Context: an optimization exercise on an open-source flow, tuned for small area. The choices shown serve that exercise and are no tape-out recipe.
The RTL was checked by simulation tests, not by an equivalence proof against the original design.
The clock input has no modelled driver; a real chip could not lean on it and would need a root buffer or a full tree.
Power is estimated from default activity; no workload was simulated.

==> flow/design.v <==
module recursive_ma_fir(
	input logic clk, input logic reset_n,
	input  logic signed [15:0] d,
	output logic signed [15:0] q_8tap,
	output logic signed [15:0] q_rma
	);
	localparam int SK = 14;
	localparam int YK = 11;
	logic [15:0] del [6:0];
	logic [15:0] n7;     
	integer i;
	logic [2:0] cnt;
	always_ff@(posedge clk)
		if (reset_n == 1'b0)
			cnt <= 3'd0;
		else if (cnt != 3'd7)
			cnt <= cnt + 3'd1;
	logic m;
	assign m = reset_n & (cnt == 3'd7);
	logic [15:0] n6;     
	assign n6 = ~({16{m}} & del[6]);
	always_ff@(posedge clk) begin
		del[0] <= d;
		for (i = 1; i <= 6; i = i+1)
			del[i] <= del[i-1];
		n7 <= n6;
	end
	genvar g;
	logic [SK-1:0]  s_lo;      
	logic [18:SK]   s_hi;      
	logic           s_c;       
	logic [18:0]    s;         
	logic [19:SK] ic;
	assign ic[SK] = s_c;
	generate for (g = SK; g < 18; g = g + 1) begin : s_inc
		rma_ha u (.a(s_hi[g]), .b(ic[g]), .s(s[g]), .co(ic[g+1]));
	end endgenerate
	assign s[18] = s_hi[18] ^ ic[18];
	assign s[SK-1:0] = s_lo;
	logic [15:0] db, nb;
	assign db = {~d[15], d[14:0]};
	assign nb = {~n7[15], n7[14:0]};
	logic [15:0] ss, sk;
	generate for (g = 0; g < 16; g = g + 1) begin : s_csa
		rma_fa u (.a(s[g]), .b(db[g]), .c(nb[g]), .s(ss[g]), .co(sk[g]));
	end endgenerate
	logic [SK:0]   lc;
	logic [SK-1:0] lo_n;
	assign lo_n[0] = ~ss[0];
	assign lc[1]   = ss[0];
	generate for (g = 1; g < SK; g = g + 1) begin : s_lo_cpa
		rma_fa u (.a(ss[g]), .b(sk[g-1]), .c(lc[g]), .s(lo_n[g]), .co(lc[g+1]));
	end endgenerate
	logic [16:SK]  hc;
	logic [18:SK]  hi_n;
	rma_ha h0 (.a(ss[SK]), .b(sk[SK-1]), .s(hi_n[SK]), .co(hc[SK+1]));
	generate for (g = SK + 1; g < 16; g = g + 1) begin : s_hi_cpa
		rma_fa u (.a(ss[g]), .b(sk[g-1]), .c(hc[g]), .s(hi_n[g]), .co(hc[g+1]));
	end endgenerate
	assign hi_n[18:16] = s[18:16] + {2'b00, sk[15]} + {2'b00, hc[16]} + 3'b111;
	always_ff@(posedge clk)
		if (reset_n == 1'b0) begin
			s_lo <= '0;
			s_hi <= '0;
			s_c  <= 1'b0;
		end else begin
			s_lo <= lo_n;
			s_hi <= hi_n;
			s_c  <= lc[SK];
		end
	assign q_8tap = s[18:3];
	logic [YK-1:0] y_lo;      
	logic [15:YK]  y_hi;      
	logic          y_c;       
	logic [15:0]   y;         
	logic [16:YK] jc;
	assign jc[YK] = y_c;
	generate for (g = YK; g < 15; g = g + 1) begin : y_inc
		rma_ha u (.a(y_hi[g]), .b(jc[g]), .s(y[g]), .co(jc[g+1]));
	end endgenerate
	assign y[15] = y_hi[15] ^ jc[15];
	assign y[YK-1:0] = y_lo;
	logic c1, c2, c3;
	assign c1 = d[0] | n6[0];
	assign c2 = (d[1] & n6[1]) | (d[1] & c1) | (n6[1] & c1);
	assign c3 = (d[2] & n6[2]) | (d[2] & c2) | (n6[2] & c2);
	logic [12:0] ya, yb, ys, yk;
	assign ya = {~d[15], d[14:3]};
	assign yb = {~n6[15], n6[14:3]};
	generate for (g = 0; g < 13; g = g + 1) begin : y_csa
		rma_fa u (.a(y[g]), .b(ya[g]), .c(yb[g]), .s(ys[g]), .co(yk[g]));
	end endgenerate
	logic [YK:1]   yc;
	logic [YK-1:0] ylo_n;
	rma_ha y0 (.a(ys[0]), .b(c3), .s(ylo_n[0]), .co(yc[1]));
	generate for (g = 1; g < YK; g = g + 1) begin : y_lo_cpa
		rma_fa u (.a(ys[g]), .b(yk[g-1]), .c(yc[g]), .s(ylo_n[g]), .co(yc[g+1]));
	end endgenerate
	logic [13:YK]  yh;
	logic [15:YK]  yhi_n;
	rma_ha y1 (.a(ys[YK]), .b(yk[YK-1]), .s(yhi_n[YK]), .co(yh[YK+1]));
	generate for (g = YK + 1; g < 13; g = g + 1) begin : y_hi_cpa
		rma_fa u (.a(ys[g]), .b(yk[g-1]), .c(yh[g]), .s(yhi_n[g]), .co(yh[g+1]));
	end endgenerate
	assign yhi_n[15:13] = y[15:13] + {2'b00, yk[12]} + {2'b00, yh[13]} + 3'b111;
	always_ff@(posedge clk)
		if (reset_n == 1'b0) begin
			y_lo <= '0;
			y_hi <= '0;
			y_c  <= 1'b0;
		end else begin
			y_lo <= ylo_n;
			y_hi <= yhi_n;
			y_c  <= yc[YK];
		end
	assign q_rma = y;
endmodule
module rma_fa(input logic a, input logic b, input logic c, output logic s, output logic co);
	assign s  = a ^ b ^ c;
	assign co = (a & b) | (a & c) | (b & c);
endmodule
module rma_ha(input logic a, input logic b, output logic s, output logic co);
	assign s  = a ^ b;
	assign co = a & b;
endmodule
export LEC_CHECK = 0
export CAP_MARGIN = 20
export CORE_MARGIN = 2
export CORE_UTILIZATION = 65
export PLACE_DENSITY = 0.75
export SLEW_MARGIN = 20
export SYNTH_HIERARCHICAL = 1
export SYNTH_MINIMUM_KEEP_SIZE = 0
create_clock -name core_clock -period 7.0 [get_ports {clk}]
standard.sh (not shown) runs the stock make flow with config.mk's settings and CLKGATE_MAP_FILE= SYNTH_SCRIPT=/design/flow/synth_recipe.tcl, a recipe that flattens the netlist after the stock synthesis.
==> flow/flow/run.sh <==
#!/bin/bash
# The standard layout (standard.sh, standard synthesis unchanged) with
# two changes: the port buffers are buf_1 instead of the flow's default
# delay buffer, and clock tree synthesis inserts no dummy loads and uses a
# smaller clock buffer. The full make output goes to flow.log here.
set -euo pipefail
bash standard.sh \
  "BUFFER_PORTS_ARGS=-buffer_cell sky130_fd_sc_hd__buf_1" \
  "CTS_ARGS=-sink_clustering_enable -repair_clock_nets -dont_use_dummy_load -buf_list sky130_fd_sc_hd__clkbuf_8 -sink_clustering_size 40 -sink_clustering_max_diameter 150" \
  finish > flow.log 2>&1
The first run passed the timing, DRC and antenna checks.
Rerun with:
--- a/flow/flow/run.sh
+++ b/flow/flow/run.sh
@@ -9 +9 @@
-  "CTS_ARGS=-sink_clustering_enable -repair_clock_nets -dont_use_dummy_load -buf_list sky130_fd_sc_hd__clkbuf_8 -sink_clustering_size 40 -sink_clustering_max_diameter 150" \
+  "CTS_ARGS=-sink_clustering_enable -repair_clock_nets -dont_use_dummy_load -buf_list {sky130_fd_sc_hd__clkbuf_4 sky130_fd_sc_hd__clkbuf_8}" \
After rerunning: Routed wire length does not change. Worst setup slack does not change. Via count is unchanged. Non-clock buffer count does not change. Sequential power stays flat. Die area does not change. Global-route usage does not change. First-iteration DRC count is unchanged. Clock skew does not change. Synthesized cell count stays the same. Final area does not change.
Rerun with:
==> flow/run.sh (new file) <==
#!/bin/bash
# synth_recipe.tcl (not shown) runs the flow's synth.tcl, then flattens the netlist and writes it again
# the make line also repeats each setting of config.mk as NAME=value (left out here)
make -C /OpenROAD-flow-scripts/flow DESIGN_CONFIG=/design/flow/config.mk WORK_HOME=/design/flow/orfs CLKGATE_MAP_FILE= SYNTH_SCRIPT=/design/flow/synth_recipe.tcl finish
CORE_UTILIZATION = 40   (was 65)
PLACE_DENSITY = not set   (was 0.75)
removed: flow/flow/run.sh
removed: flow/standard.sh
=> The new run produced a clean layout; routed wire length goes up by 9.1%; worst hold slack is better by 24 ps; synthesized cell count is unchanged.
Rerun with:
==> flow/flow/run.sh (new file) <==
#!/bin/bash
# The standard layout (standard.sh, standard synthesis unchanged) with
# two changes: the port buffers are buf_1 instead of the flow's default
# delay buffer, and clock tree synthesis inserts no dummy loads and uses a
# smaller clock buffer. The full make output goes to flow.log here.
set -euo pipefail
bash standard.sh \
  "BUFFER_PORTS_ARGS=-buffer_cell sky130_fd_sc_hd__buf_1" \
  "CTS_ARGS=-sink_clustering_enable -repair_clock_nets -dont_use_dummy_load -buf_list sky130_fd_sc_hd__clkbuf_8" \
  finish > flow.log 2>&1
==> flow/standard.sh (new file) <==
#!/bin/bash
# synth_recipe.tcl (not shown) runs the flow's synth.tcl, then flattens the netlist and writes it again
# the make line also repeats each setting of config.mk as NAME=value (left out here)
make -C /OpenROAD-flow-scripts/flow DESIGN_CONFIG=/design/flow/config.mk WORK_HOME=/design/flow/orfs CLKGATE_MAP_FILE= SYNTH_SCRIPT=/design/flow/synth_recipe.tcl "${@:-finish}"
CORE_UTILIZATION = 65   (was 40)
PLACE_DENSITY = 0.75   (was not set)
removed: flow/run.sh
Result:
- worst hold slack got worse by 24 ps
- via count shrinks by 3.3%
- worst setup slack improved by 44 ps
- wire length shrinks by 8.3%
- final area shrinks by 12%
- die area shrinks by 37%
- non-clock buffer count shrinks by 3
- combinational power shrinks by 15%
- synthesized cell count does not change
Rerun with:
CORE_UTILIZATION = 40   (was 65)
PLACE_DENSITY = not set   (was 0.75)
Outcome: Cell count increases by 14%; wire length rises by 6.4%; power rises by 0.75%; count of clock-buffer cells in the layout does not change.

========
recursive_ma_fir, a different RTL version from the one above (not shown whole).
==> flow/config.mk <==
export PLATFORM = sky130hd
export DESIGN_NAME = recursive_ma_fir
export DESIGN_NICKNAME = recursive_ma_fir
export VERILOG_FILES = /design/flow/design.v
export SDC_FILE = /design/flow/constraint.sdc
export NUM_CORES = 4
export LEC_CHECK = 0
export CAP_MARGIN = 20
export CORE_MARGIN = 2
export CORE_UTILIZATION = 55
export PLACE_DENSITY = 0.65
export SLEW_MARGIN = 20
export SYNTH_HIERARCHICAL = 1
export SYNTH_MINIMUM_KEEP_SIZE = 0
==> flow/constraint.sdc <==
create_clock -name core_clock -period 7.0 [get_ports {clk}]
set_input_delay 1.4000 -clock core_clock [delete_from_list [all_inputs] [get_ports {clk}]]
set_output_delay 1.4000 -clock core_clock [all_outputs]
set_load 0.01 [all_outputs]
==> flow/flow/run.sh <==
#!/bin/bash
# The standard layout (standard.sh, with the standard synthesis unchanged)
# with three changes:
# * the port buffers are buf_1 instead of the flow's default delay buffer;
# * clock tree synthesis inserts no dummy loads and builds with clkbuf_8;
# * after CTS, flow/clock_trim.tcl merges and downsizes leaf clock buffers
#   while every flip-flop clock pin keeps its slew well under the limit.
# The full make output goes to flow.log in the work folder; ORFS keeps each
# step's own log under orfs/logs.
set -euo pipefail
here=$(pwd)
bash standard.sh \
  "BUFFER_PORTS_ARGS=-buffer_cell sky130_fd_sc_hd__buf_1" \
  "CTS_ARGS=-sink_clustering_enable -repair_clock_nets -dont_use_dummy_load -buf_list sky130_fd_sc_hd__clkbuf_8" \
  "POST_CTS_TCL=$here/flow/clock_trim.tcl" \
  finish > flow.log 2>&1
Other scripts of this flow, unchanged in this note and not shown: flow/flow/clock_trim.tcl
The starting point finished with timing, DRC and antenna clean.
Then changed:
CORE_UTILIZATION = 65   (was 55)
PLACE_DENSITY = 0.75   (was 0.65)
Effect:
- The new run completed with no timing, DRC or antenna violations
- non-clock buffer count came out lower by 1
- power is lower by 0.88%
- worst setup slack improves by 0.053 ns
- final cell count went down by 5.4%
- via count is about the same
- synthesized area does not change
- die area falls by 15%
- wire length barely changes
Then changed:
CORE_UTILIZATION = 72   (was 65)
PLACE_DENSITY = 0.85   (was 0.75)
=>
- The new run ran to the end with no violations
- worst setup slack hardly moves
- hold slack improves by 0.0063 ns
- flip-flop and latch count stays the same
- synthesized cell count is unchanged
- via count rose by 1.4%
- clock-buffer cell count fell by 1
- clock power rose by about 3%
- wire length rose by 9.5%
Then changed:
CORE_UTILIZATION = 65   (was 72)
PLACE_DENSITY = 0.75   (was 0.85)
=> The new run went through all stages and came out clean. Total power shrinks by 2.3%. Global-route usage decreases by 3.1 points. Critical path depth came out lower by 2. Setup slack hardly moves. Design area hardly moves. Worst hold slack is worse by 0.0063 ns. Routed wire length went down by 8.7%. Synthesized cell count does not change. Area after synthesis stays the same. Final cell count climbs by 0.62%. Sequential share of layout area is higher by 0.16 points.
Then changed:
--- a/flow/flow/run.sh
+++ b/flow/flow/run.sh
@@ -15,0 +16 @@
+  "GPL_KEEP_OVERFLOW=0" \
The changed run produced a clean layout.
Setup slack got worse by 0.038 ns.
Clock-buffer cell count came out lower by 2.
Wire length came out higher by 1.2%.
Global-route usage came out higher by 0.56 points.
Cell count came out lower by 0.41%.
Design area came out higher by about 0.5%.
Power came out higher by 0.76%.
Area after synthesis stays the same.
Sequential power hardly moves.
Non-clock buffer count does not change.

-- separate check: timing with driven ports --
In the flow no input, the clock included, has a driving cell. The finished layouts below were timed again as built, in two steps. Step 1 assumes that a clkbuf_16 drives the clock port and a buf_2 every other input. Step 2 also shifts input and output timing later by t, the mid clock arrival at the registers, as if the neighbouring blocks saw the same clock. Three values: no drivers, after step 1, after step 2; two values: the first two.
run	t, ns	slack for setup (ns)	worst setup path after step 2
the first run of note 1	0.439	0.181 / 0.188 / -0.250	input to register
the second run of note 1	0.439	0.181 / 0.188 / -0.250	input to register
the third run of note 1	0.456	0.137 / 0.153 / -0.303	input to register
the fourth run of note 1	0.439	0.181 / 0.188 / -0.250	input to register
the fifth run of note 1	0.458	0.177 / 0.191 / -0.267	input to register
the first run of note 2	0.422	0.147 / 0.156 / -0.266	input to register
the second run of note 2	0.413	0.200 / 0.210 / -0.203	input to register
the third run of note 2	0.422	0.199 / 0.207 / -0.215	input to register
the fourth run of note 2	0.413	0.200 / 0.210 / -0.203	input to register
the fifth run of note 2	0.409	0.162 / 0.172 / -0.237	input to register
Met with ideal ports but missed after step 2: setup timing in every run listed. For the fifth run of note 1, which loses most, drivers alone change the setup slack by +0.014 ns; drivers and shift together by -0.444 ns.
